From an optimization exercise on the open Yosys and OpenROAD flow, aimed at small area and a short achievable clock period; shortcuts taken in it are not production practice.
No run shown here included a check of the RTL's function; only the layout flow was run.
Power figures rest on the tool's default switching activity, not on a simulated workload.

## flow/design.v (module list and top-level ports; edited modules follow where they fit)
// module DSP: 1298 lines
module DSP (A,B,D,C,CLK,CARRYIN,OPMODE,BCIN,RSTA,RSTB,RSTM,
RSTP,RSTC,RSTD,RSTCARRYIN,RSTOPMODE,CEA,CEB,CEM,CEP,CEC,CED,
CECARRYIN,CEOPMODE,PCIN,BCOUT,PCOUT,P,M,CARRYOUT,CARRYOUTF);
  // ...
==> flow/flow/run.sh <==
#!/bin/bash
# The standard layout (standard.sh: standard synthesis, then ORFS to
# finish), with one change: the port buffers are plain buffers (buf_2 from
# buffer_ports, then buf_1 on the inputs) instead of the delay cell
# buffer_ports picks by default.  Each tool's output is in orfs/logs.
set -euo pipefail
HERE=$(pwd)
cat >> config.mk <<EOC
export BUFFER_PORTS_ARGS = -buffer_cell sky130_fd_sc_hd__buf_2
export PRE_RESIZE_TCL = $HERE/flow/ports.tcl
EOC
bash standard.sh > standard.log 2>&1
==> flow/flow/ports.tcl <==
# Before repair_design: the input ports' buffers become buf_1.
set n 0
foreach bterm [[ord::get_db_block] getBTerms] {
  if {[$bterm getIoType] ne "INPUT"} { continue }
  set net [$bterm getNet]
  if {$net eq "NULL" || [$net getSigType] eq "CLOCK"} { continue }
  foreach iterm [$net getITerms] {
    set inst [$iterm getInst]
    if {[[$inst getMaster] getName] eq "sky130_fd_sc_hd__buf_2"} {
      replace_cell [get_cells [$inst getName]] sky130_fd_sc_hd__buf_1
      incr n
    }
  }
}
puts "flow/ports.tcl: $n input buffers set to buf_1"
==> flow/standard.sh <==
#!/bin/bash
# synth_recipe.tcl (not shown) runs the flow's synth.tcl, then flattens the netlist and writes it again
# the make line also repeats each setting of config.mk as NAME=value (left out here)
make -C /OpenROAD-flow-scripts/flow DESIGN_CONFIG=/design/flow/config.mk WORK_HOME=/design/flow/orfs CLKGATE_MAP_FILE= SYNTH_SCRIPT=/design/flow/synth_recipe.tcl "${@:-finish}"
==> flow/config.mk <==
export PLATFORM = sky130hd
export DESIGN_NAME = DSP
export DESIGN_NICKNAME = DSP
export VERILOG_FILES = /design/flow/design.v
export SDC_FILE = /design/flow/constraint.sdc
export NUM_CORES = 4
export LEC_CHECK = 0
export ABC_AREA = 1
export CAP_MARGIN = 20
export CORE_MARGIN = 2
export CORE_UTILIZATION = 40
export SETUP_SLACK_MARGIN = 3.0
export SLEW_MARGIN = 20
export BUFFER_PORTS_ARGS = -buffer_cell sky130_fd_sc_hd__buf_2
export PRE_RESIZE_TCL = /design/flow/flow/ports.tcl
==> flow/constraint.sdc <==
create_clock -name core_clock -period 7.0 [get_ports {CLK}]
set_input_delay 1.4000 -clock core_clock [delete_from_list [all_inputs] [get_ports {CLK}]]
set_output_delay 1.4000 -clock core_clock [all_outputs]
set_load 0.01 [all_outputs]
==> results.txt, run 1 <==
OUTCOME
-------------------------------------------------------------------------------------
Status                                                                   finished clean

PWR
-------------------------------------------------------------------------------------
Total sequential power                                                        1.70 mW
Fraction of power consumed by sequential logic                                  22.8%
Maximum vdd drop                                                             0.244 mV
Part of the power in the clock network                                          22.9%

GLOBAL ROUTE
-------------------------------------------------------------------------------------
Antenna violations before repair                                                    1
Met3 usage                                                                      4.29%
Vias in the first global route                                                 22,337
Gr busiest metal                                                                 met2

SYNTHESIS
-------------------------------------------------------------------------------------
Post-synth top area share                                                       20.4%
Post-synth top cells                                                     766 x sky130_fd_sc_hd__nand2_1, 454 x sky130_fd_sc_hd__inv_1, 255 x sky130_fd_sc_hd__a21oi_1, 231 x sky130_fd_sc_hd__dfxtp_1, 224 x sky130_fd_sc_hd__xor2_1
Adder-Cell Fraction of Synth Area                                               20.0%
Yosys warns                                                                         1
Synth top area cells                                                     sky130_fd_sc_hd__dfxtp_1 20%, sky130_fd_sc_hd__fa_1 14%, sky130_fd_sc_hd__nand2_1 13%
Post-synthesis share of cell area spent on and, or, nand and nor gates          20.0%

FLOORPLAN
-------------------------------------------------------------------------------------
Initial core utilization                                                        40.3%
Chip height                                                                    242 um

PLACEMENT
-------------------------------------------------------------------------------------
Detailed-placement wirelength estimate                                        61.3 mm
Cell area after placement                                                 24,200 um^2

CLOCK TREE
-------------------------------------------------------------------------------------
Post-CTS setup buffers                                                            112
H-tree depth                                                                        1

CRITICAL PATH
-------------------------------------------------------------------------------------
Arrival time of the worst setup path                                          2.75 ns
Slowest CP cell                                                          sky130_fd_sc_hd__fa_2
Critical path buffer and inverter count                                             3
R2R Setup Slk                                                                 2.91 ns
Timing endpoint of the critical path                                            M[32]

FINAL LAYOUT
-------------------------------------------------------------------------------------
Count of sequential standard cells                                                231
Register cell area after layout                                             4750 um^2

ROUTE
-------------------------------------------------------------------------------------
Overall routed net length                                                     88.4 mm

STA
-------------------------------------------------------------------------------------
Worst slew pin tran                                                           1.07 ns
Fin worst setup slack                                                         2.85 ns
Worst slew margin relative to its limit                                         28.4%
Final Max Tran Viols                                                                0
Sum of negative setup slack                                                      0 ns

HOLD PATH
-------------------------------------------------------------------------------------
Hold wc startpoint                                                             cr[46]

==> inputs of run 2 (changes only) <==
--- a/flow/design.v
+++ b/flow/design.v
@@ -25,17 +25,17 @@
   output [47:0] P;
   output [35:0] M;
   output CARRYOUT,CARRYOUTF;
   reg [7:0] opm;
   reg [17:0] dr, ar, br;
   reg [47:0] cr, pr;
   reg cyi, cyo;
   reg [35:0] ms;
-  reg [35:1] mc;
+  reg [35:2] mc;
   wire s6 = opm[6];
   wire [17:0] bx = B ^ {18{s6}};
   wire pre_hp0 = dr[0] ^ bx[0];
   wire pre_hg0 = dr[0] & bx[0];
   wire pre_hp1 = dr[1] ^ bx[1];
   wire pre_hg1 = dr[1] & bx[1];
   wire pre_hp2 = dr[2] ^ bx[2];
   wire pre_hg2 = dr[2] & bx[2];
@@ -122,16 +122,19 @@
   wire pre_g3_13 = pre_g2_13 | (pre_p2_13 & pre_g2_7);
   wire pre_g3_14 = pre_g2_14 | (pre_p2_14 & pre_g2_7);
   wire pre_g3_15 = pre_g2_15 | (pre_p2_15 & pre_g2_7);
   wire pre_g4_16 = pre_hg15 | (pre_hp15 & pre_g3_15);
   wire pre_g4_17 = pre_g0_17 | (pre_p0_17 & pre_g3_15);
   wire pre_g4_18 = pre_g1_18 | (pre_p1_18 & pre_g3_15);
   wire [17:0] pre = {pre_hp17 ^ pre_g4_17, pre_hp16 ^ pre_g4_16, pre_hp15 ^ pre_g3_15, pre_hp14 ^ pre_g3_14, pre_hp13 ^ pre_g3_13, pre_hp12 ^ pre_g3_12, pre_hp11 ^ pre_g3_11, pre_hp10 ^ pre_g3_10, pre_hp9 ^ pre_g3_9, pre_hp8 ^ pre_g3_8, pre_hp7 ^ pre_g2_7, pre_hp6 ^ pre_g2_6, pre_hp5 ^ pre_g2_5, pre_hp4 ^ pre_g2_4, pre_hp3 ^ pre_g1_3, pre_hp2 ^ pre_g1_2, pre_hp1 ^ pre_g0_1, pre_hp0 ^ s6};
   wire [17:0] b_in = opm[4] ? pre : B;
+  reg [8:0] enc_one, enc_two;
+  wire [8:0] one_in = {(b_in[16] ^ b_in[15]), (b_in[14] ^ b_in[13]), (b_in[12] ^ b_in[11]), (b_in[10] ^ b_in[9]), (b_in[8] ^ b_in[7]), (b_in[6] ^ b_in[5]), (b_in[4] ^ b_in[3]), (b_in[2] ^ b_in[1]), (b_in[0] ^ 1'b0)};
+  wire [8:0] two_in = {((b_in[17] & ~b_in[16] & ~b_in[15]) | (~b_in[17] & b_in[16] & b_in[15])), ((b_in[15] & ~b_in[14] & ~b_in[13]) | (~b_in[15] & b_in[14] & b_in[13])), ((b_in[13] & ~b_in[12] & ~b_in[11]) | (~b_in[13] & b_in[12] & b_in[11])), ((b_in[11] & ~b_in[10] & ~b_in[9]) | (~b_in[11] & b_in[10] & b_in[9])), ((b_in[9] & ~b_in[8] & ~b_in[7]) | (~b_in[9] & b_in[8] & b_in[7])), ((b_in[7] & ~b_in[6] & ~b_in[5]) | (~b_in[7] & b_in[6] & b_in[5])), ((b_in[5] & ~b_in[4] & ~b_in[3]) | (~b_in[5] & b_in[4] & b_in[3])), ((b_in[3] & ~b_in[2] & ~b_in[1]) | (~b_in[3] & b_in[2] & b_in[1])), ((b_in[1] & ~b_in[0] & ~1'b0) | (~b_in[1] & b_in[0] & 1'b0))};
   always @(posedge CLK) begin
     if (RSTOPMODE) opm <= 8'd0;
     else if (CEOPMODE) opm <= OPMODE;
   end
   always @(posedge CLK) begin
     if (RSTD) dr <= 18'd0;
     else if (CED) dr <= D;
   end
@@ -146,18 +149,26 @@
   always @(posedge CLK) begin
     if (RSTB) br <= 18'd0;
     else if (CEB) br <= b_in;
   end
   always @(posedge CLK) begin
     if (RSTCARRYIN) cyi <= 1'd0;
     else if (CECARRYIN) cyi <= opm[5];
   end
-  wire one0 = br[0] ^ 1'b0;
-  wire two0 = (br[1] & ~br[0] & ~1'b0) | (~br[1] & br[0] & 1'b0);
+  always @(posedge CLK) begin
+    if (RSTB) enc_one <= 9'd0;
+    else if (CEB) enc_one <= one_in;
+  end
+  always @(posedge CLK) begin
+    if (RSTB) enc_two <= 9'd0;
+    else if (CEB) enc_two <= two_in;
+  end
+  wire one0 = enc_one[0];
+  wire two0 = enc_two[0];
   wire neg0 = br[1];
   wire pp1 = ((one0 & ar[0]) | (two0 & 1'b0)) ^ neg0;
   wire pp2 = ((one0 & ar[1]) | (two0 & ar[0])) ^ neg0;
   wire pp3 = ((one0 & ar[2]) | (two0 & ar[1])) ^ neg0;
   wire pp4 = ((one0 & ar[3]) | (two0 & ar[2])) ^ neg0;
   wire pp5 = ((one0 & ar[4]) | (two0 & ar[3])) ^ neg0;
   wire pp6 = ((one0 & ar[5]) | (two0 & ar[4])) ^ neg0;
   wire pp7 = ((one0 & ar[6]) | (two0 & ar[5])) ^ neg0;
@@ -169,18 +180,18 @@
   wire pp13 = ((one0 & ar[12]) | (two0 & ar[11])) ^ neg0;
   wire pp14 = ((one0 & ar[13]) | (two0 & ar[12])) ^ neg0;
   wire pp15 = ((one0 & ar[14]) | (two0 & ar[13])) ^ neg0;
   wire pp16 = ((one0 & ar[15]) | (two0 & ar[14])) ^ neg0;
   wire pp17 = ((one0 & ar[16]) | (two0 & ar[15])) ^ neg0;
   wire pp18 = ((one0 & ar[17]) | (two0 & ar[16])) ^ neg0;
   wire pp19 = ((one0 & 1'b0) | (two0 & ar[17])) ^ neg0;
   wire ns20 = ~neg0;
-  wire one1 = br[2] ^ br[1];
-  wire two1 = (br[3] & ~br[2] & ~br[1]) | (~br[3] & br[2] & br[1]);
+  wire one1 = enc_one[1];
+  wire two1 = enc_two[1];
   wire neg1 = br[3];
   wire pp21 = ((one1 & ar[0]) | (two1 & 1'b0)) ^ neg1;
   wire pp22 = ((one1 & ar[1]) | (two1 & ar[0])) ^ neg1;
   wire pp23 = ((one1 & ar[2]) | (two1 & ar[1])) ^ neg1;
   wire pp24 = ((one1 & ar[3]) | (two1 & ar[2])) ^ neg1;
   wire pp25 = ((one1 & ar[4]) | (two1 & ar[3])) ^ neg1;
   wire pp26 = ((one1 & ar[5]) | (two1 & ar[4])) ^ neg1;
   wire pp27 = ((one1 & ar[6]) | (two1 & ar[5])) ^ neg1;
@@ -192,18 +203,18 @@
   wire pp33 = ((one1 & ar[12]) | (two1 & ar[11])) ^ neg1;
   wire pp34 = ((one1 & ar[13]) | (two1 & ar[12])) ^ neg1;
   wire pp35 = ((one1 & ar[14]) | (two1 & ar[13])) ^ neg1;
   wire pp36 = ((one1 & ar[15]) | (two1 & ar[14])) ^ neg1;
   wire pp37 = ((one1 & ar[16]) | (two1 & ar[15])) ^ neg1;
   wire pp38 = ((one1 & ar[17]) | (two1 & ar[16])) ^ neg1;
   wire pp39 = ((one1 & 1'b0) | (two1 & ar[17])) ^ neg1;
   wire ns40 = ~neg1;
-  wire one2 = br[4] ^ br[3];
-  wire two2 = (br[5] & ~br[4] & ~br[3]) | (~br[5] & br[4] & br[3]);
+  wire one2 = enc_one[2];
+  wire two2 = enc_two[2];
   wire neg2 = br[5];
   wire pp41 = ((one2 & ar[0]) | (two2 & 1'b0)) ^ neg2;
   wire pp42 = ((one2 & ar[1]) | (two2 & ar[0])) ^ neg2;
   wire pp43 = ((one2 & ar[2]) | (two2 & ar[1])) ^ neg2;
   wire pp44 = ((one2 & ar[3]) | (two2 & ar[2])) ^ neg2;
   wire pp45 = ((one2 & ar[4]) | (two2 & ar[3])) ^ neg2;
   wire pp46 = ((one2 & ar[5]) | (two2 & ar[4])) ^ neg2;
   wire pp47 = ((one2 & ar[6]) | (two2 & ar[5])) ^ neg2;
@@ -215,18 +226,18 @@
   wire pp53 = ((one2 & ar[12]) | (two2 & ar[11])) ^ neg2;
   wire pp54 = ((one2 & ar[13]) | (two2 & ar[12])) ^ neg2;
   wire pp55 = ((one2 & ar[14]) | (two2 & ar[13])) ^ neg2;
   wire pp56 = ((one2 & ar[15]) | (two2 & ar[14])) ^ neg2;
   wire pp57 = ((one2 & ar[16]) | (two2 & ar[15])) ^ neg2;
   wire pp58 = ((one2 & ar[17]) | (two2 & ar[16])) ^ neg2;
   wire pp59 = ((one2 & 1'b0) | (two2 & ar[17])) ^ neg2;
   wire ns60 = ~neg2;
-  wire one3 = br[6] ^ br[5];
-  wire two3 = (br[7] & ~br[6] & ~br[5]) | (~br[7] & br[6] & br[5]);
+  wire one3 = enc_one[3];
+  wire two3 = enc_two[3];
   wire neg3 = br[7];
   wire pp61 = ((one3 & ar[0]) | (two3 & 1'b0)) ^ neg3;
   wire pp62 = ((one3 & ar[1]) | (two3 & ar[0])) ^ neg3;
   wire pp63 = ((one3 & ar[2]) | (two3 & ar[1])) ^ neg3;
   wire pp64 = ((one3 & ar[3]) | (two3 & ar[2])) ^ neg3;
   wire pp65 = ((one3 & ar[4]) | (two3 & ar[3])) ^ neg3;
   wire pp66 = ((one3 & ar[5]) | (two3 & ar[4])) ^ neg3;
   wire pp67 = ((one3 & ar[6]) | (two3 & ar[5])) ^ neg3;
@@ -238,18 +249,18 @@
   wire pp73 = ((one3 & ar[12]) | (two3 & ar[11])) ^ neg3;
   wire pp74 = ((one3 & ar[13]) | (two3 & ar[12])) ^ neg3;
   wire pp75 = ((one3 & ar[14]) | (two3 & ar[13])) ^ neg3;
   wire pp76 = ((one3 & ar[15]) | (two3 & ar[14])) ^ neg3;
   wire pp77 = ((one3 & ar[16]) | (two3 & ar[15])) ^ neg3;
   wire pp78 = ((one3 & ar[17]) | (two3 & ar[16])) ^ neg3;
   wire pp79 = ((one3 & 1'b0) | (two3 & ar[17])) ^ neg3;
   wire ns80 = ~neg3;
-  wire one4 = br[8] ^ br[7];
-  wire two4 = (br[9] & ~br[8] & ~br[7]) | (~br[9] & br[8] & br[7]);
+  wire one4 = enc_one[4];
+  wire two4 = enc_two[4];
   wire neg4 = br[9];
   wire pp81 = ((one4 & ar[0]) | (two4 & 1'b0)) ^ neg4;
   wire pp82 = ((one4 & ar[1]) | (two4 & ar[0])) ^ neg4;
   wire pp83 = ((one4 & ar[2]) | (two4 & ar[1])) ^ neg4;
   wire pp84 = ((one4 & ar[3]) | (two4 & ar[2])) ^ neg4;
   wire pp85 = ((one4 & ar[4]) | (two4 & ar[3])) ^ neg4;
   wire pp86 = ((one4 & ar[5]) | (two4 & ar[4])) ^ neg4;
   wire pp87 = ((one4 & ar[6]) | (two4 & ar[5])) ^ neg4;
@@ -261,18 +272,18 @@
   wire pp93 = ((one4 & ar[12]) | (two4 & ar[11])) ^ neg4;
   wire pp94 = ((one4 & ar[13]) | (two4 & ar[12])) ^ neg4;
   wire pp95 = ((one4 & ar[14]) | (two4 & ar[13])) ^ neg4;
   wire pp96 = ((one4 & ar[15]) | (two4 & ar[14])) ^ neg4;
   wire pp97 = ((one4 & ar[16]) | (two4 & ar[15])) ^ neg4;
   wire pp98 = ((one4 & ar[17]) | (two4 & ar[16])) ^ neg4;
   wire pp99 = ((one4 & 1'b0) | (two4 & ar[17])) ^ neg4;
   wire ns100 = ~neg4;
-  wire one5 = br[10] ^ br[9];
-  wire two5 = (br[11] & ~br[10] & ~br[9]) | (~br[11] & br[10] & br[9]);
+  wire one5 = enc_one[5];
+  wire two5 = enc_two[5];
   wire neg5 = br[11];
   wire pp101 = ((one5 & ar[0]) | (two5 & 1'b0)) ^ neg5;
   wire pp102 = ((one5 & ar[1]) | (two5 & ar[0])) ^ neg5;
   wire pp103 = ((one5 & ar[2]) | (two5 & ar[1])) ^ neg5;
   wire pp104 = ((one5 & ar[3]) | (two5 & ar[2])) ^ neg5;
   wire pp105 = ((one5 & ar[4]) | (two5 & ar[3])) ^ neg5;
   wire pp106 = ((one5 & ar[5]) | (two5 & ar[4])) ^ neg5;
   wire pp107 = ((one5 & ar[6]) | (two5 & ar[5])) ^ neg5;
@@ -284,18 +295,18 @@
   wire pp113 = ((one5 & ar[12]) | (two5 & ar[11])) ^ neg5;
   wire pp114 = ((one5 & ar[13]) | (two5 & ar[12])) ^ neg5;
   wire pp115 = ((one5 & ar[14]) | (two5 & ar[13])) ^ neg5;
   wire pp116 = ((one5 & ar[15]) | (two5 & ar[14])) ^ neg5;
   wire pp117 = ((one5 & ar[16]) | (two5 & ar[15])) ^ neg5;
   wire pp118 = ((one5 & ar[17]) | (two5 & ar[16])) ^ neg5;
   wire pp119 = ((one5 & 1'b0) | (two5 & ar[17])) ^ neg5;
   wire ns120 = ~neg5;
-  wire one6 = br[12] ^ br[11];
-  wire two6 = (br[13] & ~br[12] & ~br[11]) | (~br[13] & br[12] & br[11]);
+  wire one6 = enc_one[6];
+  wire two6 = enc_two[6];
   wire neg6 = br[13];
   wire pp121 = ((one6 & ar[0]) | (two6 & 1'b0)) ^ neg6;
   wire pp122 = ((one6 & ar[1]) | (two6 & ar[0])) ^ neg6;
   wire pp123 = ((one6 & ar[2]) | (two6 & ar[1])) ^ neg6;
   wire pp124 = ((one6 & ar[3]) | (two6 & ar[2])) ^ neg6;
   wire pp125 = ((one6 & ar[4]) | (two6 & ar[3])) ^ neg6;
   wire pp126 = ((one6 & ar[5]) | (two6 & ar[4])) ^ neg6;
   wire pp127 = ((one6 & ar[6]) | (two6 & ar[5])) ^ neg6;
@@ -307,18 +318,18 @@
   wire pp133 = ((one6 & ar[12]) | (two6 & ar[11])) ^ neg6;
   wire pp134 = ((one6 & ar[13]) | (two6 & ar[12])) ^ neg6;
   wire pp135 = ((one6 & ar[14]) | (two6 & ar[13])) ^ neg6;
   wire pp136 = ((one6 & ar[15]) | (two6 & ar[14])) ^ neg6;
   wire pp137 = ((one6 & ar[16]) | (two6 & ar[15])) ^ neg6;
   wire pp138 = ((one6 & ar[17]) | (two6 & ar[16])) ^ neg6;
   wire pp139 = ((one6 & 1'b0) | (two6 & ar[17])) ^ neg6;
   wire ns140 = ~neg6;
-  wire one7 = br[14] ^ br[13];
-  wire two7 = (br[15] & ~br[14] & ~br[13]) | (~br[15] & br[14] & br[13]);
+  wire one7 = enc_one[7];
+  wire two7 = enc_two[7];
   wire neg7 = br[15];
   wire pp141 = ((one7 & ar[0]) | (two7 & 1'b0)) ^ neg7;
   wire pp142 = ((one7 & ar[1]) | (two7 & ar[0])) ^ neg7;
   wire pp143 = ((one7 & ar[2]) | (two7 & ar[1])) ^ neg7;
   wire pp144 = ((one7 & ar[3]) | (two7 & ar[2])) ^ neg7;
   wire pp145 = ((one7 & ar[4]) | (two7 & ar[3])) ^ neg7;
   wire pp146 = ((one7 & ar[5]) | (two7 & ar[4])) ^ neg7;
   wire pp147 = ((one7 & ar[6]) | (two7 & ar[5])) ^ neg7;
@@ -330,18 +341,18 @@
   wire pp153 = ((one7 & ar[12]) | (two7 & ar[11])) ^ neg7;
   wire pp154 = ((one7 & ar[13]) | (two7 & ar[12])) ^ neg7;
   wire pp155 = ((one7 & ar[14]) | (two7 & ar[13])) ^ neg7;
   wire pp156 = ((one7 & ar[15]) | (two7 & ar[14])) ^ neg7;
   wire pp157 = ((one7 & ar[16]) | (two7 & ar[15])) ^ neg7;
   wire pp158 = ((one7 & ar[17]) | (two7 & ar[16])) ^ neg7;
   wire pp159 = ((one7 & 1'b0) | (two7 & ar[17])) ^ neg7;
   wire ns160 = ~neg7;
-  wire one8 = br[16] ^ br[15];
-  wire two8 = (br[17] & ~br[16] & ~br[15]) | (~br[17] & br[16] & br[15]);
+  wire one8 = enc_one[8];
+  wire two8 = enc_two[8];
   wire neg8 = br[17];
   wire pp161 = ((one8 & ar[0]) | (two8 & 1'b0)) ^ neg8;
   wire pp162 = ((one8 & ar[1]) | (two8 & ar[0])) ^ neg8;
   wire pp163 = ((one8 & ar[2]) | (two8 & ar[1])) ^ neg8;
   wire pp164 = ((one8 & ar[3]) | (two8 & ar[2])) ^ neg8;
   wire pp165 = ((one8 & ar[4]) | (two8 & ar[3])) ^ neg8;
   wire pp166 = ((one8 & ar[5]) | (two8 & ar[4])) ^ neg8;
   wire pp167 = ((one8 & ar[6]) | (two8 & ar[5])) ^ neg8;
@@ -380,18 +391,18 @@
   wire nc200 = ~ns20;
   wire nc201 = ~pp185;
   wire nc202 = ~pp187;
   wire nc203 = ~pp189;
   wire nc204 = ~pp191;
   wire nc205 = ~pp193;
   wire nc206 = ~pp195;
   wire nc207 = ~pp197;
-  wire s208 = neg1 ^ pp21;
-  wire c209 = neg1 & pp21;
+  wire s208 = neg1 ^ pp21 ^ pp3;
+  wire c209 = (neg1 & pp21) | (neg1 & pp3) | (pp21 & pp3);
   wire s210 = pp22 ^ pp4;
   wire c211 = pp22 & pp4;
   wire s212 = neg2 ^ pp23 ^ pp41;
   wire c213 = (neg2 & pp23) | (neg2 & pp41) | (pp23 & pp41);
   wire s214 = pp5 ^ c211;
   wire c215 = pp5 & c211;
   wire s216 = pp24 ^ pp42 ^ pp6;
   wire c217 = (pp24 & pp42) | (pp24 & pp6) | (pp42 & pp6);
@@ -574,157 +585,157 @@
   wire s394 = s388 ^ c375 ^ c377;
   wire c395 = (s388 & c375) | (s388 & c377) | (c375 & c377);
   wire s396 = s390 ^ s392 ^ c379;
   wire c397 = (s390 & s392) | (s390 & c379) | (s392 & c379);
   wire s398 = s394 ^ c381 ^ s396;
   wire c399 = (s394 & c381) | (s394 & s396) | (c381 & s396);
   wire s400 = ns20 ^ ns40 ^ pp184;
   wire c401 = (ns20 & ns40) | (ns20 & pp184) | (ns40 & pp184);
-  wire s402 = s400 ^ pp112 ^ pp130;
-  wire c403 = (s400 & pp112) | (s400 & pp130) | (pp112 & pp130);
-  wire s404 = pp148 ^ pp166 ^ pp58;
-  wire c405 = (pp148 & pp166) | (pp148 & pp58) | (pp166 & pp58);
-  wire s406 = pp76 ^ pp94 ^ c385;
-  wire c407 = (pp76 & pp94) | (pp76 & c385) | (pp94 & c385);
+  wire s402 = pp112 ^ pp130 ^ pp148;
+  wire c403 = (pp112 & pp130) | (pp112 & pp148) | (pp130 & pp148);
+  wire s404 = pp166 ^ pp58 ^ pp76;
+  wire c405 = (pp166 & pp58) | (pp166 & pp76) | (pp58 & pp76);
+  wire s406 = pp94 ^ s400 ^ c385;
+  wire c407 = (pp94 & s400) | (pp94 & c385) | (s400 & c385);
   wire s408 = c387 ^ c389 ^ s402;
   wire c409 = (c387 & c389) | (c387 & s402) | (c389 & s402);
   wire s410 = s404 ^ c391 ^ c393;
   wire c411 = (s404 & c391) | (s404 & c393) | (c391 & c393);
   wire s412 = s406 ^ s408 ^ c395;
   wire c413 = (s406 & s408) | (s406 & c395) | (s408 & c395);
   wire s414 = s410 ^ c397 ^ s412;
   wire c415 = (s410 & c397) | (s410 & s412) | (c397 & s412);
-  wire s416 = nc201 ^ c401 ^ pp113;
-  wire c417 = (nc201 & c401) | (nc201 & pp113) | (c401 & pp113);
-  wire s418 = pp131 ^ pp149 ^ pp167;
-  wire c419 = (pp131 & pp149) | (pp131 & pp167) | (pp149 & pp167);
-  wire s420 = pp59 ^ pp77 ^ pp95;
-  wire c421 = (pp59 & pp77) | (pp59 & pp95) | (pp77 & pp95);
+  wire s416 = nc201 ^ pp113 ^ pp131;
+  wire c417 = (nc201 & pp113) | (nc201 & pp131) | (pp113 & pp131);
+  wire s418 = pp149 ^ pp167 ^ pp59;
+  wire c419 = (pp149 & pp167) | (pp149 & pp59) | (pp167 & pp59);
+  wire s420 = pp77 ^ pp95 ^ c401;
+  wire c421 = (pp77 & pp95) | (pp77 & c401) | (pp95 & c401);
   wire s422 = c403 ^ c405 ^ s416;
   wire c423 = (c403 & c405) | (c403 & s416) | (c405 & s416);
   wire s424 = s418 ^ s420 ^ c407;
   wire c425 = (s418 & s420) | (s418 & c407) | (s420 & c407);
-  wire s426 = c409 ^ s422 ^ s424;
-  wire c427 = (c409 & s422) | (c409 & s424) | (s422 & s424);
-  wire s428 = c411 ^ c413 ^ s426;
-  wire c429 = (c411 & c413) | (c411 & s426) | (c413 & s426);
+  wire s426 = c409 ^ s422 ^ c411;
+  wire c427 = (c409 & s422) | (c409 & c411) | (s422 & c411);
+  wire s428 = s424 ^ c413 ^ s426;
+  wire c429 = (s424 & c413) | (s424 & s426) | (c413 & s426);
   wire s430 = ns60 ^ pp185 ^ pp186;
   wire c431 = (ns60 & pp185) | (ns60 & pp186) | (pp185 & pp186);
-  wire s432 = s430 ^ pp114 ^ pp132;
-  wire c433 = (s430 & pp114) | (s430 & pp132) | (pp114 & pp132);
-  wire s434 = pp150 ^ pp168 ^ pp78;
-  wire c435 = (pp150 & pp168) | (pp150 & pp78) | (pp168 & pp78);
-  wire s436 = pp96 ^ c417 ^ c419;
-  wire c437 = (pp96 & c417) | (pp96 & c419) | (c417 & c419);
+  wire s432 = pp114 ^ pp132 ^ pp150;
+  wire c433 = (pp114 & pp132) | (pp114 & pp150) | (pp132 & pp150);
+  wire s434 = pp168 ^ pp78 ^ pp96;
+  wire c435 = (pp168 & pp78) | (pp168 & pp96) | (pp78 & pp96);
+  wire s436 = s430 ^ c417 ^ c419;
+  wire c437 = (s430 & c417) | (s430 & c419) | (c417 & c419);
   wire s438 = c421 ^ s432 ^ s434;
   wire c439 = (c421 & s432) | (c421 & s434) | (s432 & s434);
   wire s440 = c423 ^ s436 ^ s438;
   wire c441 = (c423 & s436) | (c423 & s438) | (s436 & s438);
   wire s442 = c425 ^ s440 ^ c427;
   wire c443 = (c425 & s440) | (c425 & c427) | (s440 & c427);
-  wire s444 = nc202 ^ c431 ^ pp115;
-  wire c445 = (nc202 & c431) | (nc202 & pp115) | (c431 & pp115);
-  wire s446 = pp133 ^ pp151 ^ pp169;
-  wire c447 = (pp133 & pp151) | (pp133 & pp169) | (pp151 & pp169);
-  wire s448 = pp79 ^ pp97 ^ c433;
-  wire c449 = (pp79 & pp97) | (pp79 & c433) | (pp97 & c433);
+  wire s444 = nc202 ^ pp115 ^ pp133;
+  wire c445 = (nc202 & pp115) | (nc202 & pp133) | (pp115 & pp133);
+  wire s446 = pp151 ^ pp169 ^ pp79;
+  wire c447 = (pp151 & pp169) | (pp151 & pp79) | (pp169 & pp79);
+  wire s448 = pp97 ^ c431 ^ c433;
+  wire c449 = (pp97 & c431) | (pp97 & c433) | (c431 & c433);
   wire s450 = c435 ^ s444 ^ s446;
   wire c451 = (c435 & s444) | (c435 & s446) | (s444 & s446);
   wire s452 = c437 ^ c439 ^ s448;
   wire c453 = (c437 & c439) | (c437 & s448) | (c439 & s448);
   wire s454 = s450 ^ c441 ^ s452;
   wire c455 = (s450 & c441) | (s450 & s452) | (c441 & s452);
   wire s456 = ns80 ^ pp187 ^ pp188;
   wire c457 = (ns80 & pp187) | (ns80 & pp188) | (pp187 & pp188);
-  wire s458 = s456 ^ pp116 ^ pp134;
-  wire c459 = (s456 & pp116) | (s456 & pp134) | (pp116 & pp134);
-  wire s460 = pp152 ^ pp170 ^ pp98;
-  wire c461 = (pp152 & pp170) | (pp152 & pp98) | (pp170 & pp98);
+  wire s458 = pp116 ^ pp134 ^ pp152;
+  wire c459 = (pp116 & pp134) | (pp116 & pp152) | (pp134 & pp152);
+  wire s460 = pp170 ^ pp98 ^ s456;
+  wire c461 = (pp170 & pp98) | (pp170 & s456) | (pp98 & s456);
   wire s462 = c445 ^ c447 ^ s458;
   wire c463 = (c445 & c447) | (c445 & s458) | (c447 & s458);
   wire s464 = s460 ^ c449 ^ c451;
   wire c465 = (s460 & c449) | (s460 & c451) | (c449 & c451);
   wire s466 = s462 ^ c453 ^ s464;
   wire c467 = (s462 & c453) | (s462 & s464) | (c453 & s464);
-  wire s468 = nc203 ^ c457 ^ pp117;
-  wire c469 = (nc203 & c457) | (nc203 & pp117) | (c457 & pp117);
-  wire s470 = pp135 ^ pp153 ^ pp171;
-  wire c471 = (pp135 & pp153) | (pp135 & pp171) | (pp153 & pp171);
-  wire s472 = pp99 ^ c459 ^ c461;
-  wire c473 = (pp99 & c459) | (pp99 & c461) | (c459 & c461);
-  wire s474 = s468 ^ s470 ^ c463;
-  wire c475 = (s468 & s470) | (s468 & c463) | (s470 & c463);
+  wire s468 = nc203 ^ pp117 ^ pp135;
+  wire c469 = (nc203 & pp117) | (nc203 & pp135) | (pp117 & pp135);
+  wire s470 = pp153 ^ pp171 ^ pp99;
+  wire c471 = (pp153 & pp171) | (pp153 & pp99) | (pp171 & pp99);
+  wire s472 = c457 ^ c459 ^ s468;
+  wire c473 = (c457 & c459) | (c457 & s468) | (c459 & s468);
+  wire s474 = s470 ^ c461 ^ c463;
+  wire c475 = (s470 & c461) | (s470 & c463) | (c461 & c463);
   wire s476 = s472 ^ c465 ^ s474;
   wire c477 = (s472 & c465) | (s472 & s474) | (c465 & s474);
   wire s478 = ns100 ^ pp189 ^ pp190;
   wire c479 = (ns100 & pp189) | (ns100 & pp190) | (pp189 & pp190);
-  wire s480 = s478 ^ pp118 ^ pp136;
-  wire c481 = (s478 & pp118) | (s478 & pp136) | (pp118 & pp136);
-  wire s482 = pp154 ^ pp172 ^ c469;
-  wire c483 = (pp154 & pp172) | (pp154 & c469) | (pp172 & c469);
+  wire s480 = pp118 ^ pp136 ^ pp154;
+  wire c481 = (pp118 & pp136) | (pp118 & pp154) | (pp136 & pp154);
+  wire s482 = pp172 ^ s478 ^ c469;
+  wire c483 = (pp172 & s478) | (pp172 & c469) | (s478 & c469);
   wire s484 = c471 ^ s480 ^ c473;
   wire c485 = (c471 & s480) | (c471 & c473) | (s480 & c473);
-  wire s486 = s482 ^ s484 ^ c475;
-  wire c487 = (s482 & s484) | (s482 & c475) | (s484 & c475);
-  wire s488 = nc204 ^ c479 ^ pp119;
-  wire c489 = (nc204 & c479) | (nc204 & pp119) | (c479 & pp119);
-  wire s490 = pp137 ^ pp155 ^ pp173;
-  wire c491 = (pp137 & pp155) | (pp137 & pp173) | (pp155 & pp173);
+  wire s486 = s482 ^ c475 ^ s484;
+  wire c487 = (s482 & c475) | (s482 & s484) | (c475 & s484);
+  wire s488 = nc204 ^ pp119 ^ pp137;
+  wire c489 = (nc204 & pp119) | (nc204 & pp137) | (pp119 & pp137);
+  wire s490 = pp155 ^ pp173 ^ c479;
+  wire c491 = (pp155 & pp173) | (pp155 & c479) | (pp173 & c479);
   wire s492 = c481 ^ s488 ^ s490;
   wire c493 = (c481 & s488) | (c481 & s490) | (s488 & s490);
   wire s494 = c483 ^ s492 ^ c485;
   wire c495 = (c483 & s492) | (c483 & c485) | (s492 & c485);
   wire s496 = ns120 ^ pp191 ^ pp192;
   wire c497 = (ns120 & pp191) | (ns120 & pp192) | (pp191 & pp192);
-  wire s498 = s496 ^ pp138 ^ pp156;
-  wire c499 = (s496 & pp138) | (s496 & pp156) | (pp138 & pp156);
-  wire s500 = pp174 ^ c489 ^ c491;
-  wire c501 = (pp174 & c489) | (pp174 & c491) | (c489 & c491);
+  wire s498 = pp138 ^ pp156 ^ pp174;
+  wire c499 = (pp138 & pp156) | (pp138 & pp174) | (pp156 & pp174);
+  wire s500 = s496 ^ c489 ^ c491;
+  wire c501 = (s496 & c489) | (s496 & c491) | (c489 & c491);
   wire s502 = s498 ^ c493 ^ s500;
   wire c503 = (s498 & c493) | (s498 & s500) | (c493 & s500);
-  wire s504 = nc205 ^ c497 ^ pp139;
-  wire c505 = (nc205 & c497) | (nc205 & pp139) | (c497 & pp139);
-  wire s506 = pp157 ^ pp175 ^ c499;
-  wire c507 = (pp157 & pp175) | (pp157 & c499) | (pp175 & c499);
+  wire s504 = nc205 ^ pp139 ^ pp157;
+  wire c505 = (nc205 & pp139) | (nc205 & pp157) | (pp139 & pp157);
+  wire s506 = pp175 ^ c497 ^ c499;
+  wire c507 = (pp175 & c497) | (pp175 & c499) | (c497 & c499);
   wire s508 = s504 ^ c501 ^ s506;
   wire c509 = (s504 & c501) | (s504 & s506) | (c501 & s506);
   wire s510 = ns140 ^ pp193 ^ pp194;
   wire c511 = (ns140 & pp193) | (ns140 & pp194) | (pp193 & pp194);
-  wire s512 = s510 ^ pp158 ^ pp176;
-  wire c513 = (s510 & pp158) | (s510 & pp176) | (pp158 & pp176);
+  wire s512 = pp158 ^ pp176 ^ s510;
+  wire c513 = (pp158 & pp176) | (pp158 & s510) | (pp176 & s510);
   wire s514 = c505 ^ s512 ^ c507;
   wire c515 = (c505 & s512) | (c505 & c507) | (s512 & c507);
-  wire s516 = nc206 ^ c511 ^ pp159;
-  wire c517 = (nc206 & c511) | (nc206 & pp159) | (c511 & pp159);
-  wire s518 = pp177 ^ c513 ^ s516;
-  wire c519 = (pp177 & c513) | (pp177 & s516) | (c513 & s516);
+  wire s516 = nc206 ^ pp159 ^ pp177;
+  wire c517 = (nc206 & pp159) | (nc206 & pp177) | (pp159 & pp177);
+  wire s518 = c511 ^ s516 ^ c513;
+  wire c519 = (c511 & s516) | (c511 & c513) | (s516 & c513);
   wire s520 = ns160 ^ pp195 ^ pp196;
   wire c521 = (ns160 & pp195) | (ns160 & pp196) | (pp195 & pp196);
-  wire s522 = s520 ^ pp178 ^ c517;
-  wire c523 = (s520 & pp178) | (s520 & c517) | (pp178 & c517);
-  wire s524 = nc207 ^ c521 ^ pp179;
-  wire c525 = (nc207 & c521) | (nc207 & pp179) | (c521 & pp179);
+  wire s522 = pp178 ^ s520 ^ c517;
+  wire c523 = (pp178 & s520) | (pp178 & c517) | (s520 & c517);
+  wire s524 = nc207 ^ pp179 ^ c521;
+  wire c525 = (nc207 & pp179) | (nc207 & c521) | (pp179 & c521);
   wire s526 = ns180 ^ pp197 ^ pp198;
   wire c527 = (ns180 & pp197) | (ns180 & pp198) | (pp197 & pp198);
   wire s528 = neg0 ^ pp1;
   wire c529 = neg0 & pp1;
-  wire [35:0] prod_s = {s526, s524, c519, s518, s514, c503, s502, s494, c477, c467, c455, s454, c429, c415, c399, c383, c367, c351, c335, c319, c305, c291, s288, c267, c257, s254, s244, c231, s228, s222, s216, s212, c209, pp3, pp2, s528};
-  wire [35:0] prod_c = {c525, c523, s522, c515, c509, s508, c495, c487, s486, s476, s466, c443, s442, s428, s414, s398, s382, s366, s350, s334, s318, s304, s290, s278, s266, s256, s246, s238, s230, s224, s218, s214, s210, s208, c529, 1'b0};
+  wire s530 = pp2 ^ c529;
+  wire c531 = pp2 & c529;
+  wire [35:0] prod_s = {s526, s524, s522, s518, c509, c503, s502, c487, c477, c467, c455, s454, c429, c415, c399, c383, c367, c351, c335, c319, c305, c291, s288, c267, c257, s254, s244, c231, s228, s222, s216, s212, s210, c531, s530, s528};
+  wire [35:0] prod_c = {c525, c523, c519, c515, s514, s508, c495, s494, s486, s476, s466, c443, s442, s428, s414, s398, s382, s366, s350, s334, s318, s304, s290, s278, s266, s256, s246, s238, s230, s224, s218, s214, c209, s208, 1'b0, 1'b0};
   always @(posedge CLK) begin
     if (RSTM) ms <= 36'd0;
     else if (CEM) ms <= prod_s;
   end
   always @(posedge CLK) begin
-    if (RSTM) mc <= 35'd0;
-    else if (CEM) mc <= prod_c[35:1];
+    if (RSTM) mc <= 34'd0;
+    else if (CEM) mc <= prod_c[35:2];
   end
-  wire [35:0] mc36 = {mc, 1'd0};
-  wire mp1 = ms[1] ^ mc36[1];
-  wire mg1 = ms[1] & mc36[1];
+  wire [35:0] mc36 = {mc, 2'd0};
   wire mp2 = ms[2] ^ mc36[2];
   wire mg2 = ms[2] & mc36[2];
   wire mp3 = ms[3] ^ mc36[3];
   wire mg3 = ms[3] & mc36[3];
   wire mp4 = ms[4] ^ mc36[4];
   wire mg4 = ms[4] & mc36[4];
   wire mp5 = ms[5] ^ mc36[5];
   wire mg5 = ms[5] & mc36[5];
@@ -817,20 +828,16 @@
   wire ma_g0_29 = mg29 | (mp29 & mg28);
   wire ma_p0_29 = mp29 & mp28;
   wire ma_g0_31 = mg31 | (mp31 & mg30);
   wire ma_p0_31 = mp31 & mp30;
   wire ma_g0_33 = mg33 | (mp33 & mg32);
   wire ma_p0_33 = mp33 & mp32;
   wire ma_g0_35 = mg35 | (mp35 & mg34);
   wire ma_p0_35 = mp35 & mp34;
-  wire ma_g1_2 = mg2 | (mp2 & mg1);
-  wire ma_p1_2 = mp2 & mp1;
-  wire ma_g1_3 = ma_g0_3 | (ma_p0_3 & mg1);
-  wire ma_p1_3 = ma_p0_3 & mp1;
   wire ma_g1_6 = mg6 | (mp6 & ma_g0_5);
   wire ma_p1_6 = mp6 & ma_p0_5;
   wire ma_g1_7 = ma_g0_7 | (ma_p0_7 & ma_g0_5);
   wire ma_p1_7 = ma_p0_7 & ma_p0_5;
   wire ma_g1_10 = mg10 | (mp10 & ma_g0_9);
   wire ma_p1_10 = mp10 & ma_p0_9;
   wire ma_g1_11 = ma_g0_11 | (ma_p0_11 & ma_g0_9);
   wire ma_p1_11 = ma_p0_11 & ma_p0_9;
@@ -853,24 +860,24 @@
   wire ma_g1_30 = mg30 | (mp30 & ma_g0_29);
   wire ma_p1_30 = mp30 & ma_p0_29;
   wire ma_g1_31 = ma_g0_31 | (ma_p0_31 & ma_g0_29);
   wire ma_p1_31 = ma_p0_31 & ma_p0_29;
   wire ma_g1_34 = mg34 | (mp34 & ma_g0_33);
   wire ma_p1_34 = mp34 & ma_p0_33;
   wire ma_g1_35 = ma_g0_35 | (ma_p0_35 & ma_g0_33);
   wire ma_p1_35 = ma_p0_35 & ma_p0_33;
-  wire ma_g2_4 = mg4 | (mp4 & ma_g1_3);
-  wire ma_p2_4 = mp4 & ma_p1_3;
-  wire ma_g2_5 = ma_g0_5 | (ma_p0_5 & ma_g1_3);
-  wire ma_p2_5 = ma_p0_5 & ma_p1_3;
-  wire ma_g2_6 = ma_g1_6 | (ma_p1_6 & ma_g1_3);
-  wire ma_p2_6 = ma_p1_6 & ma_p1_3;
-  wire ma_g2_7 = ma_g1_7 | (ma_p1_7 & ma_g1_3);
-  wire ma_p2_7 = ma_p1_7 & ma_p1_3;
+  wire ma_g2_4 = mg4 | (mp4 & ma_g0_3);
+  wire ma_p2_4 = mp4 & ma_p0_3;
+  wire ma_g2_5 = ma_g0_5 | (ma_p0_5 & ma_g0_3);
+  wire ma_p2_5 = ma_p0_5 & ma_p0_3;
+  wire ma_g2_6 = ma_g1_6 | (ma_p1_6 & ma_g0_3);
+  wire ma_p2_6 = ma_p1_6 & ma_p0_3;
+  wire ma_g2_7 = ma_g1_7 | (ma_p1_7 & ma_g0_3);
+  wire ma_p2_7 = ma_p1_7 & ma_p0_3;
   wire ma_g2_12 = mg12 | (mp12 & ma_g1_11);
   wire ma_p2_12 = mp12 & ma_p1_11;
   wire ma_g2_13 = ma_g0_13 | (ma_p0_13 & ma_g1_11);
   wire ma_p2_13 = ma_p0_13 & ma_p1_11;
   wire ma_g2_14 = ma_g1_14 | (ma_p1_14 & ma_g1_11);
   wire ma_p2_14 = ma_p1_14 & ma_p1_11;
   wire ma_g2_15 = ma_g1_15 | (ma_p1_15 & ma_g1_11);
   wire ma_p2_15 = ma_p1_15 & ma_p1_11;
@@ -957,17 +964,17 @@
   wire ma_g5_32 = mg32 | (mp32 & ma_g4_31);
   wire ma_p5_32 = mp32 & ma_p4_31;
   wire ma_g5_33 = ma_g0_33 | (ma_p0_33 & ma_g4_31);
   wire ma_p5_33 = ma_p0_33 & ma_p4_31;
   wire ma_g5_34 = ma_g1_34 | (ma_p1_34 & ma_g4_31);
   wire ma_p5_34 = ma_p1_34 & ma_p4_31;
   wire ma_g5_35 = ma_g1_35 | (ma_p1_35 & ma_g4_31);
   wire ma_p5_35 = ma_p1_35 & ma_p4_31;
-  assign M = {mp35 ^ ma_g5_34, mp34 ^ ma_g5_33, mp33 ^ ma_g5_32, mp32 ^ ma_g4_31, mp31 ^ ma_g4_30, mp30 ^ ma_g4_29, mp29 ^ ma_g4_28, mp28 ^ ma_g4_27, mp27 ^ ma_g4_26, mp26 ^ ma_g4_25, mp25 ^ ma_g4_24, mp24 ^ ma_g4_23, mp23 ^ ma_g4_22, mp22 ^ ma_g4_21, mp21 ^ ma_g4_20, mp20 ^ ma_g4_19, mp19 ^ ma_g4_18, mp18 ^ ma_g4_17, mp17 ^ ma_g4_16, mp16 ^ ma_g3_15, mp15 ^ ma_g3_14, mp14 ^ ma_g3_13, mp13 ^ ma_g3_12, mp12 ^ ma_g3_11, mp11 ^ ma_g3_10, mp10 ^ ma_g3_9, mp9 ^ ma_g3_8, mp8 ^ ma_g2_7, mp7 ^ ma_g2_6, mp6 ^ ma_g2_5, mp5 ^ ma_g2_4, mp4 ^ ma_g1_3, mp3 ^ ma_g1_2, mp2 ^ mg1, mp1 ^ 1'b0, ms[0] ^ 1'b0};
+  assign M = {mp35 ^ ma_g5_34, mp34 ^ ma_g5_33, mp33 ^ ma_g5_32, mp32 ^ ma_g4_31, mp31 ^ ma_g4_30, mp30 ^ ma_g4_29, mp29 ^ ma_g4_28, mp28 ^ ma_g4_27, mp27 ^ ma_g4_26, mp26 ^ ma_g4_25, mp25 ^ ma_g4_24, mp24 ^ ma_g4_23, mp23 ^ ma_g4_22, mp22 ^ ma_g4_21, mp21 ^ ma_g4_20, mp20 ^ ma_g4_19, mp19 ^ ma_g4_18, mp18 ^ ma_g4_17, mp17 ^ ma_g4_16, mp16 ^ ma_g3_15, mp15 ^ ma_g3_14, mp14 ^ ma_g3_13, mp13 ^ ma_g3_12, mp12 ^ ma_g3_11, mp11 ^ ma_g3_10, mp10 ^ ma_g3_9, mp9 ^ ma_g3_8, mp8 ^ ma_g2_7, mp7 ^ ma_g2_6, mp6 ^ ma_g2_5, mp5 ^ ma_g2_4, mp4 ^ ma_g0_3, mp3 ^ mg2, mp2 ^ 1'b0, ms[1] ^ 1'b0, ms[0] ^ 1'b0};
   wire s7 = opm[7];
   wire [47:0] x = ({48{opm[1:0] == 2'd1}} & {12'd0, M})
                 | ({48{opm[1:0] == 2'd2}} & pr)
                 | ({48{opm[1:0] == 2'd3}} & {dr[11:0], ar, br});
   wire [47:0] z = ({48{opm[3:2] == 2'd1}} & PCIN)
                 | ({48{opm[3:2] == 2'd2}} & pr)
                 | ({48{opm[3:2] == 2'd3}} & cr);
   wire [47:0] xs = x ^ {48{s7}};
==> results.txt, run 2 <==
STA
-------------------------------------------------------------------------------------
Fin worst setup slack                                                         2.49 ns   was 2.85 ns
Worst slew margin relative to its limit                                         27.8%   was 28.4%
Final worst path period need                                                  4.51 ns   was 4.15 ns
Worst slew pin tran                                                           1.08 ns   was 1.07 ns
Post-route clock period utilization                                             64.4%   was 59.3%
Maximum frequency from static timing analysis                                 222 MHz   was 241 MHz
Final number of setup-violating endpoints                                           0   unchanged
Sum of negative setup slack                                                      0 ns   unchanged
Hold Fails Final Rpt                                                                0   unchanged
Minimum hold slack                                                           0.461 ns   was 0.462 ns
Final Max Tran Viols                                                                0   unchanged
Post-Route Skew                                                             0.0326 ns   was 0.0568 ns
Setup repair after global routing missed its margin                              true   unchanged

PLACEMENT
-------------------------------------------------------------------------------------
Placed cell count                                                               4,174   was 4,108
Placer's final routability congestion estimate                                  0.895   was 0.918
Detailed-placement wirelength estimate                                        58.3 mm   was 61.3 mm
Port Buffers                                                                      326   unchanged
Post-placement worst setup slack                                              2.11 ns   was 1.96 ns

HOLD PATH
-------------------------------------------------------------------------------------
Worst Hold Endpoint                                                            cr[44]   was cr[46]
Min-Delay Path Class                                                       reg -> reg   unchanged
WHS Path Cells                                                                      2   unchanged
Hold wc startpoint                                                             cr[44]   was cr[46]

GLOBAL ROUTE
-------------------------------------------------------------------------------------
Vias in the first global route                                                 22,254   was 22,337
GRT Util Overall                                                                26.6%   was 28.7%
First-pass GRT wire length                                                     126 mm   was 131 mm
Antenna violations before repair                                                    1   unchanged
Pin count of the biggest net entering global routing                               73   was 72
Grt total ovfl                                                                      0   unchanged

ROUTE
-------------------------------------------------------------------------------------
Routed via count                                                               22,924   was 23,309
Number of DRC markers after the initial detailed-route iteration                1,607   was 2,040
Remaining DRCs                                                                      0   unchanged
Overall routed net length                                                     82.0 mm   was 88.4 mm
WL/cell                                                                       18.7 um   was 20.4 um
Antenna-violating nets left                                                         0   unchanged
Routed vias/inst                                                                 5.24   was 5.37
Number of optimization iterations in the first detailed-route pass                  6   unchanged

FLOORPLAN
-------------------------------------------------------------------------------------
Total Die Area                                                            60,000 um^2   was 58,700 um^2
Initial core utilization                                                        40.4%   was 40.3%
Die X                                                                          245 um   was 242 um
Cell row count                                                                     88   was 87
I/O pin cnt                                                                       346   unchanged
Chip height                                                                    245 um   was 242 um
Core region area                                                          57,600 um^2   was 56,300 um^2

CRITICAL PATH
-------------------------------------------------------------------------------------
Required time worst endpoint                                                  5.60 ns   about the same
Most common cell on crit path                                            sky130_fd_sc_hd__inv_2   was sky130_fd_sc_hd__nand2_4
Slowest CP cell                                                          sky130_fd_sc_hd__fa_2   unchanged
Cell-by-cell listing of the critical path                                ha_4 > inv_2 > fa_2 > inv_2 > nand4_1 > nand3_4 > nand3_4 > nand2_4 > nand2_4 > nand2_8 > inv_4 > fa_2 > inv_2 > buf_4 > buf_6   was ha_4 > nand2_2 > nor2_2 > and2_4 > nand2_4 > nand2_8 > nand2_4 > nand2_4 > inv_2 > fa_2 > inv_4 > buf_6
Dominant delay contributor by cell family on the critical path            adder cells   unchanged
Launching point of the worst reg2reg path                                       mc[2]   was ms[3]
Register-to-Register Path Depth                                                    29   was 23
Arrival time of the worst setup path                                          3.11 ns   was 2.75 ns
Longest individual stage delay on the worst path                              0.56 ns   about the same
Reg-to-Reg End                                                                 pr[44]   was pr[32]
Critical path buffer and inverter count                                             6   was 3
Worst Setup Start Kind                                                           flop   unchanged
Critical Path Fanout Max                                                            4   was 3
Worst Path Class, Setup                                                    reg -> out   unchanged
Critical path endpoint category                                          primary output   unchanged
R2R Setup Slk                                                                 2.57 ns   was 2.91 ns

SYNTHESIS
-------------------------------------------------------------------------------------
Synth top area cells                                                     sky130_fd_sc_hd__dfxtp_1 21%, sky130_fd_sc_hd__fa_1 13%, sky130_fd_sc_hd__nand2_1 13%   was sky130_fd_sc_hd__dfxtp_1 20%, sky130_fd_sc_hd__fa_1 14%, sky130_fd_sc_hd__nand2_1 13%
Post-synth EDFFs                                                                    0   unchanged
Yosys warns                                                                         1   unchanged
Post-synth top cells                                                     796 x sky130_fd_sc_hd__nand2_1, 450 x sky130_fd_sc_hd__inv_1, 265 x sky130_fd_sc_hd__a21oi_1, 247 x sky130_fd_sc_hd__dfxtp_1, 236 x sky130_fd_sc_hd__xor2_1   was 766 x sky130_fd_sc_hd__nand2_1, 454 x sky130_fd_sc_hd__inv_1, 255 x sky130_fd_sc_hd__a21oi_1, 231 x sky130_fd_sc_hd__dfxtp_1, 224 x sky130_fd_sc_hd__xor2_1
Gate Count Post-Synth                                                           3,304   was 3,237
Compound-gate portion of the synthesized area                                   17.0%   was 16.9%
Netlist cell types                                                                 43   was 47
Most frequently used cell type in the post-synthesis netlist             sky130_fd_sc_hd__nand2_1   unchanged
Adder-Cell Fraction of Synth Area                                               19.4%   was 20.0%
Fraction of synthesized cell area in xor and xnor cells                         9.46%   was 9.53%
Number of synthesized register bits                                               247   was 231
Post-synthesis share of cell area spent on and, or, nand and nor gates          19.9%   was 20.0%
Cell type contributing the most total cell area after synthesis          sky130_fd_sc_hd__dfxtp_1   unchanged
Fraction of the yosys area taken by sequential cells                            21.3%   was 20.4%
Share of flip-flops with an asynchronous set or reset after synthesis              0%   unchanged
Per-instance average area after synthesis                                   7.03 um^2   was 7.01 um^2
Main combinational cell family by area after synthesis                   simple AND/OR/NAND/NOR gates   unchanged
Mapped Nets                                                                     3,765   was 3,700
Post-synth top area share                                                       21.3%   was 20.4%
Commonest register cell after synthesis                                  sky130_fd_sc_hd__dfxtp_1   unchanged
Mux contribution to synthesized area                                          0.0485%   was 0%
Cell area after technology mapping                                        23,200 um^2   was 22,700 um^2

PWR
-------------------------------------------------------------------------------------
Reported leakage power                                                        13.5 nW   about the same
Cell Pwr Density                                                          254 nW/um^2   was 261 nW/um^2
Maximum vdd drop                                                             0.211 mV   was 0.244 mV
Overall power                                                                 7.20 mW   was 7.46 mW

CLOCK TREE
-------------------------------------------------------------------------------------
Clock sink total                                                                  247   was 231
Clock tree from TritonCTS                                                        done   unchanged
Root Buffer Master                                                       sky130_fd_sc_hd__clkbuf_16   unchanged
Worst skew pair latency                                                       0.61 ns   was 0.63 ns
Clock transition at path regs                                                 0.06 ns   about the same
Clock Tree Buf Depth                                                                3   unchanged
CTS buffer count                                                                   31   was 30
H-tree depth                                                                        1   unchanged
Number of buffers inserted by hold repair at cts                                    0   unchanged

FINAL LAYOUT
-------------------------------------------------------------------------------------
Proportion of layout cells with a drive suffix above 1                          18.5%   was 23.5%
Largest registers                                                        cr: 48 flops, pr: 48 flops, ms: 36 flops   unchanged
Post-layout instance count excluding filler cells                               4,374   was 4,344
Layout fillers                                                                  5,828   was 5,602
Nets                                                                            4,047   was 4,026
Register cell area after layout                                             4990 um^2   was 4750 um^2
Most common library cell in the layout ignoring fill and taps            sky130_fd_sc_hd__nand2_1   unchanged
Area growth from synthesis to layout                                            21.8%   was 26.0%
Antenna Cells                                                                       0   was 1
Most used cells in the layout excluding fill and tap cells               731 x sky130_fd_sc_hd__nand2_1, 419 x sky130_fd_sc_hd__inv_1, 239 x sky130_fd_sc_hd__a21oi_1   was 704 x sky130_fd_sc_hd__nand2_1, 414 x sky130_fd_sc_hd__inv_1, 230 x sky130_fd_sc_hd__a21oi_1
Area of the multi-input gates                                             16,300 um^2   was 16,700 um^2

FLOW RUN
-------------------------------------------------------------------------------------
Maximum capacitance violations                                                      0   unchanged

OUTCOME
-------------------------------------------------------------------------------------
Status                                                                   finished clean   unchanged

## run 2: changes by cell type after synthesis, sizes merged, moves of 10 or more
cell,before,now
buf,108,97
inv,464,454
nand3,121,152
xor2,224,236
nor3,6,16
clkbuf,136,155
o21ai,79,94
nand2,790,806
nor2,177,127
dfxtp,231,247
clkinv,15,25
## run 2: cell families (layout without fill, tap and decap cells)
family | count (synthesis) | after routing
xor gates and xnor gates | 251 | 251
buffers and inverters | 731 | 1036
adders and majority gates | 267 | 267
DFF | 247 | 247
AOI/OAI and AO/OA | 673 | 673
muxes | 1 | 1
and+or+nand+nor | 1134 | 1134
## run 2: worst max-delay path by stage
stage,end,cells after the start,startpoint
2_1_floorplan,pr[32],26,ms[2]
3_3_place_gp,mc[18],10,br[5]
3_5_place_dp,mc[18],10,br[5]
4_1_cts,M[32],14,ms[2]
5_1_grt,pr[46],25,mc[28]
6_report,M[32],15,mc[2]
## run 2: worst register-to-register path: cells and delay by family (launching register included)
family          cells  cell delay (ns)
simple gates       17             1.95
fa+ha+maj           4             1.22
buf+inv             5             0.36
flops               1             0.35
xor+xnor            2             0.35
compound gates      1             0.09
## run 2: final cells by class
type                       instances  area share (%)
inverter                         479            6.78
multi-input combinational       2326            57.6
timing repair buffer             493            10.3
sequential                       247            17.6
tap                              765            3.38
clock inverter                    16            1.03
timing repair inverter             8           0.168
clock buffer                      40            3.07
## run 2: metrics by stage
stage / cell area (um^2) / utilization (%)
after floorplan: 23300 / -
after global placement: 24900 / 43.2
after detailed placement: 24700 / 42.9
after CTS: 27500 / 47.7
after global routing: 28300 / 49.2
final: 28300 / 49.2
## run 2: what timing repair did
action / in CTS / in global routing
cloned: 8 / 0
setup buffers: 103 / 33
gates resized for setup: 220 / 160
pin swaps: 63 / 62
setup endpoints to repair: 91 / 98
## run 2: report_power, final
group	internal, mW	switching, mW
combinational	1.45	2.13
sequential	1.59	0.180
clock	1.16	0.684
total	4.21	2.99
## run 2: metal layers
layer	global-route usage, %	part of all wire, %	vias up
li1	-	-	11147
met1	33.7	42	10737
met2	44.8	47	830
met3	5.26	7.5	208
met4	9.56	4.3	2
met5	0	0.0085	-

[re-timing with driven ports]
Ports are ideal in the flow. The routed layouts listed here were re-timed in OpenROAD.
Step 1: set_driving_cell puts a clkbuf_16 on CLK and a buf_2 on each other input, an assumption about the parent block.
Step 2, shift: input delay + t, output delay - t, t = (earliest + latest rising clock arrival at the registers) / 2. This alone moves slack from input paths to output paths.
Slacks: ideal ports / drivers / drivers and shift; pairs: ideal ports / drivers.
run	t (ns)	setup WS [ns]	slew at the worst register clock pin (ns)
run 1	0.664	2.851 / 2.789 / 2.912	0.07 / 0.07
run 2	0.649	2.491 / 2.433 / 2.566	0.06 / 0.06
After both steps every run listed still meets setup and hold.
